Context: an optimization exercise on an open-source flow, tuned for small area and a short achievable clock period. The choices shown serve that exercise and are no tape-out recipe. Function was checked by simulation only, so behaviour that the tests miss may differ from the original. Power is estimated from default activity; no workload was simulated.

Design top_module, start of the top module:
module top_module (
    input clk,rst_n,
    input [31:0] instr,
    output [31:0] pc,
    output signed [31:0] result
);
==> flow/config.mk <==
export PLATFORM = sky130hd
export DESIGN_NAME = top_module
export DESIGN_NICKNAME = top_module
export VERILOG_FILES = /design/flow/design.v
export SDC_FILE = /design/flow/constraint.sdc
export NUM_CORES = 4
export LEC_CHECK = 0
export CAP_MARGIN = 20
export CORE_MARGIN = 2
export CORE_UTILIZATION = 60
export PLACE_DENSITY = 0.7
export SETUP_SLACK_MARGIN = 5
export SLEW_MARGIN = 20
export SYNTH_HIERARCHICAL = 1
==> flow/constraint.sdc <==
create_clock -name core_clock -period 16.0 [get_ports {clk}]
set_input_delay 3.2000 -clock core_clock [delete_from_list [all_inputs] [get_ports {clk}]]
set_output_delay 3.2000 -clock core_clock [all_outputs]
set_load 0.01 [all_outputs]
run.sh (not shown) runs the stock make flow with config.mk's settings and CLKGATE_MAP_FILE= SYNTH_SCRIPT=/design/flow/synth_recipe.tcl, a recipe that flattens the netlist after the stock synthesis.
Rerun with:
==> flow/flow/run.sh (new file) <==
#!/bin/bash
# Layout: the standard ORFS flow (standard.sh, unchanged synthesis),
# with these changes to how the layout is built:
#  - timing repair aims for 6 ns of setup slack instead of 5;
#  - ports are buffered with buf_4 cells (resizable within the buf family)
#    instead of the delay cell buffer_ports picks by default;
#  - clock tree synthesis adds no dummy loads;
#  - the clock tree is built from clkbuf_8 cells.
# make's full output goes to flow_make.log here; ORFS keeps each step's log
# under orfs/logs/.
set -euo pipefail
bash standard.sh \
  "SETUP_SLACK_MARGIN=6" \
  "BUFFER_PORTS_ARGS=-buffer_cell sky130_fd_sc_hd__buf_4" \
  "CTS_ARGS=-sink_clustering_enable -repair_clock_nets -dont_use_dummy_load -buf_list sky130_fd_sc_hd__clkbuf_8" \
  finish > flow_make.log 2>&1
==> flow/standard.sh (new file) <==
#!/bin/bash
# synth_recipe.tcl (not shown) runs the flow's synth.tcl, then flattens the netlist and writes it again
# the make line also repeats each setting of config.mk as NAME=value (left out here)
make -C /OpenROAD-flow-scripts/flow DESIGN_CONFIG=/design/flow/config.mk WORK_HOME=/design/flow/orfs CLKGATE_MAP_FILE= SYNTH_SCRIPT=/design/flow/synth_recipe.tcl "${@:-finish}"
Settings changed: CORE_UTILIZATION 60 to 50, PLACE_DENSITY 0.7 to 0.62.
removed: flow/run.sh
Result: The changed run ran to the end with no violations. Routed wire length is lower by 4.7%. Die area rises by 20%. Global-route usage came out lower by 8.1 points.

* * *

top_module, a different RTL version from the one above (not shown whole).
Size in the first run: ~98 I/O pins, ~85000 µm² of cells after synthesis.
clock: 16.0 ns
lec_check: 0
cap_margin: 20
core_margin: 2
core_utilization: 50
place_density: 0.62
setup_slack_margin: 5
slew_margin: 20
synth_hierarchical: 1
standard.sh (not shown) runs the stock make flow with config.mk's settings and CLKGATE_MAP_FILE= SYNTH_SCRIPT=/design/flow/synth_recipe.tcl, a recipe that flattens the netlist after the stock synthesis.
==> flow/flow/run.sh <==
#!/bin/bash
# Layout: the standard ORFS flow (standard.sh, unchanged synthesis),
# with these changes to how the layout is built:
#  - timing repair aims for 6 ns of setup slack instead of 5;
#  - ports are buffered with buf_4 cells (resizable within the buf family)
#    instead of the delay cell buffer_ports picks by default;
#  - clock tree synthesis adds no dummy loads and clusters up to 20 flops
#    per clkbuf_16 leaf buffer.
# make's full output goes to flow_make.log here; ORFS keeps each step's log
# under orfs/logs/.
set -euo pipefail
bash standard.sh \
  "SETUP_SLACK_MARGIN=6" \
  "BUFFER_PORTS_ARGS=-buffer_cell sky130_fd_sc_hd__buf_4" \
  "CTS_ARGS=-sink_clustering_enable -repair_clock_nets -dont_use_dummy_load -buf_list sky130_fd_sc_hd__clkbuf_16 -sink_clustering_size 20 -sink_clustering_max_diameter 100" \
  finish > flow_make.log 2>&1
The baseline ran to the end with no violations.
Edit:
--- a/flow/config.mk
+++ b/flow/config.mk
@@ -8,5 +8,6 @@
 export CAP_MARGIN = 20
+export CELL_PAD_IN_SITES_DETAIL_PLACEMENT = 1
 export CORE_MARGIN = 2
-export CORE_UTILIZATION = 50
-export PLACE_DENSITY = 0.62
+export CORE_UTILIZATION = 45
+export PLACE_DENSITY = 0.6
 export SETUP_SLACK_MARGIN = 5
After rerunning:
- The new run completed with no timing, DRC or antenna violations
- register-to-register slack is worse by 400 ps
- area after synthesis stays the same
- die area grows by 11%
- setup slack degrades by 290 ps
- total power rose by 1.0%
- final area is about the same
Edit:
--- a/flow/config.mk
+++ b/flow/config.mk
@@ -8,6 +8,5 @@
 export CAP_MARGIN = 20
-export CELL_PAD_IN_SITES_DETAIL_PLACEMENT = 1
 export CORE_MARGIN = 2
-export CORE_UTILIZATION = 45
-export PLACE_DENSITY = 0.6
+export CORE_UTILIZATION = 55
+export PLACE_DENSITY = 0.66
 export SETUP_SLACK_MARGIN = 5
Die area came out lower by about 18%.
Count of clock-buffer cells in the layout fell by 3.
Via count falls by about 0.43%.
Utilization grows by 11 points.

## what the ideal ports hide
The flow's constraints put no driver on any port. The routed layouts listed below were extracted and timed again, unchanged, in two steps. Step 1 sets driving cells, clkbuf_16 on the clock port and buf_2 on the other inputs (assumed; they add their load-dependent delay and slew). Step 2 also shifts input and output timing later by t, the mid clock arrival at the registers, as if the neighbouring blocks saw the same clock. Slacks: ideal ports / drivers / drivers and shift; pairs: ideal ports / drivers.
run	t, ns	setup slack, ns	worst hold slack (ns)	worst register clock-pin slew, ns	pins driven straight from the clock port
the first run of note 1	0.930	4.562 / 4.432 / 4.432	0.462 / 0.462 / 0.462	0.07 / 0.07	1
the second run of note 1	1.094	4.987 / 4.903 / 4.903	0.456 / 0.456 / 0.456	0.07 / 0.07	1
the first run of note 2	0.851	5.171 / 5.046 / 4.279	0.472 / 0.472 / 0.472	0.10 / 0.10	1
the second run of note 2	0.891	4.877 / 4.828 / 4.031	0.473 / 0.473 / 0.473	0.10 / 0.10	1
the third run of note 2	0.849	4.904 / 4.768 / 4.768	0.463 / 0.463 / 0.463	0.10 / 0.10	1
After both steps every run listed still meets setup and hold. For the first run of note 2, which loses most, drivers alone change the setup slack by -0.125 ns; drivers and shift together by -0.892 ns.
